From an optimization exercise on the open Yosys and OpenROAD flow, aimed at small area; shortcuts taken in it are not production practice. In this exercise RTL edits were held to simulation tests only and were not proved equivalent to the original. Power figures rest on the tool's default switching activity, not on a simulated workload. No driver is modelled on the clock port, so clocking that relies on it looks cheaper here than on a real chip.

// sv_remapper_12k_top
module sv_remapper_12k_top #(
  parameter DATA_WIDTH       = 8,
  parameter IMAGE_KERNEL_12K = 64,
  parameter IMG_WIDTH        = 256,
  parameter IMG_HEIGHT       = 128
)(
  input  logic                  i_clk,
  input  logic                  i_aresetn,
  input  logic [DATA_WIDTH-1:0] s_axis_tdata,
  input  logic                  s_axis_tvalid,
  input  logic                  s_axis_tuser,
  input  logic                  s_axis_tlast,
  output logic                  s_axis_tready,
  output logic [DATA_WIDTH-1:0] m_axis_tdata,
  output logic                  m_axis_tvalid,
  output logic                  m_axis_tuser,
  output logic                  m_axis_tlast
);
always_ff @( posedge i_clk, negedge i_aresetn )
  begin
    if ( ~i_aresetn ) s_axis_tready <= 1'b0;
    else              s_axis_tready <= 1'b1;
  end
logic [DATA_WIDTH-1:0] wr_data;
logic                  wr_en;
logic [5:0]            wr_idx_nx;
logic                  kernel_done;
logic [5:0]            rd_idx_nx;
logic [DATA_WIDTH-1:0] rd_data;
logic                  rd_frame_start;
logic                  rd_line_end;
s_axis_remapper #(
  .DATA_WIDTH       ( DATA_WIDTH       ),
  .IMAGE_KERNEL_12K ( IMAGE_KERNEL_12K )
) remapper_receiver (
  .i_clk         ( i_clk         ),
  .i_aresetn     ( i_aresetn     ),
  .i_axis_tdata  ( s_axis_tdata  ),
  .i_axis_tvalid ( s_axis_tvalid ),
  .o_wr_data     ( wr_data       ),
  .o_wr_en       ( wr_en         ),
  .o_wr_idx_nx   ( wr_idx_nx     ),
  .o_kernel_done ( kernel_done   )
);
remapper_module #(
  .DATA_WIDTH       ( DATA_WIDTH       ),
  .IMAGE_KERNEL_12K ( IMAGE_KERNEL_12K )
) remapper_proc (
  .i_clk            ( i_clk          ),
  .i_aresetn        ( i_aresetn      ),
  ...
export LEC_CHECK = 0
export CAP_MARGIN = 20
export CORE_MARGIN = 2
export CORE_UTILIZATION = 70
export CTS_BUF_LIST = sky130_fd_sc_hd__clkbuf_16
export CTS_CLUSTER_DIAMETER = 80
export CTS_CLUSTER_SIZE = 30
export GPL_TIMING_DRIVEN = 0
export SETUP_SLACK_MARGIN = 0.3
export SLEW_MARGIN = 20
export SYNTH_HIERARCHICAL = 1
create_clock -name core_clock -period 4.0 [get_ports {i_clk}]
standard.sh (not shown) runs the stock make flow with config.mk's settings and CLKGATE_MAP_FILE= SYNTH_SCRIPT=/design/flow/synth_recipe.tcl, a recipe that flattens the netlist after the stock synthesis.
==> flow/flow/run.sh <==
#!/bin/bash
# Layout flow: the standard layout (standard.sh), unchanged except that
# the clock tree is built without dummy loads and the ports are buffered with
# buf_2 cells. The whole make output goes to standard.log here; each ORFS
# step also keeps its own log under orfs/logs/.
set -euo pipefail
CTS_ARGS="-sink_clustering_enable -repair_clock_nets -dont_use_dummy_load"
CTS_ARGS+=" -sink_clustering_size 30 -sink_clustering_max_diameter 80"
CTS_ARGS+=" -buf_list sky130_fd_sc_hd__clkbuf_16"
bash standard.sh "CTS_ARGS=$CTS_ARGS" \
  "BUFFER_PORTS_ARGS=-buffer_cell sky130_fd_sc_hd__buf_2" \
  finish > standard.log 2>&1
Edit:
--- a/flow/flow/run.sh
+++ b/flow/flow/run.sh
@@ -2,5 +2,6 @@
 # Layout flow: the standard layout (standard.sh), unchanged except that
 # the clock tree is built without dummy loads and the ports are buffered with
-# buf_2 cells. The whole make output goes to standard.log here; each ORFS
+# buf_2 cells, and the buffers of synthesis are removed before placement
+# (repair then adds the ones the layout needs). The whole make output goes to standard.log here; each ORFS
 # step also keeps its own log under orfs/logs/.
 set -euo pipefail
@@ -10,3 +11,4 @@
 bash standard.sh "CTS_ARGS=$CTS_ARGS" \
   "BUFFER_PORTS_ARGS=-buffer_cell sky130_fd_sc_hd__buf_2" \
+  REMOVE_ABC_BUFFERS=1 \
   finish > standard.log 2>&1
- CAP_MARGIN: 20 -> 0
- SLEW_MARGIN: 20 -> 0
Fmax came out lower by 4.0%.
Via count hardly moves.
Global-route usage barely changes.
Area after synthesis is unchanged.
Clock power barely changes.
Clock-buffer cell count stays the same.
Register-to-register slack loses 0.14 ns.
Synthesized cell count is unchanged.
Total power came out lower by 0.78%.
Final cell count came out lower by 1.4%.
Edit:
==> flow/run.sh (new file) <==
#!/bin/bash
# synth_recipe.tcl (not shown) runs the flow's synth.tcl, then flattens the netlist and writes it again
# the make line also repeats each setting of config.mk as NAME=value (left out here)
make -C /OpenROAD-flow-scripts/flow DESIGN_CONFIG=/design/flow/config.mk WORK_HOME=/design/flow/orfs CLKGATE_MAP_FILE= SYNTH_SCRIPT=/design/flow/synth_recipe.tcl finish
- CAP_MARGIN: 0 -> 20
- CORE_UTILIZATION: 70 -> 80
- SLEW_MARGIN: 0 -> 20
removed: flow/flow/run.sh
removed: flow/standard.sh
Routed wire length climbs by a quarter to a third. Die area drops by roughly a tenth. Final cell count drops slightly. Final area climbs slightly. Via count climbs by roughly a tenth.
Edit:
- CORE_UTILIZATION: 80 -> 70
Wire length came out lower by about a fifth.
Sequential share of layout area came out lower by 0.45 points.
Worst setup slack gains 0.064 ns.
Global-route usage came out lower by 13 points.
First-iteration DRC count came out lower by well over a third.
Design area came out higher slightly.
Critical path depth stays the same.

## port drivers added, routing unchanged
No port has a modelled driver above. Below, the same layouts with a new extraction and two added sets of constraints.
Step 1 sets driving cells, clkbuf_16 on the clock port and buf_2 on the other inputs (assumed; they add their load-dependent delay and slew).
Step 2 also shifts input and output timing later by t, the mid clock arrival at the registers, as if the neighbouring blocks saw the same clock.
Slacks: ideal / step 1 / step 2; pairs: ideal / step 1.
| run | t, ns | slack for setup (ns) | worst setup path after step 2 |
|---|---|---|---|
| the first run | 0.599 | 0.517 / 0.517 / 0.517 | register to register |
| the second run | 0.605 | 0.372 / 0.372 / 0.372 | register to register |
| the third run | 0.619 | 0.330 / 0.330 / 0.330 | register to register |
| the fourth run | 0.599 | 0.393 / 0.393 / 0.393 | register to register |
After both steps setup and hold are still met in every run listed.
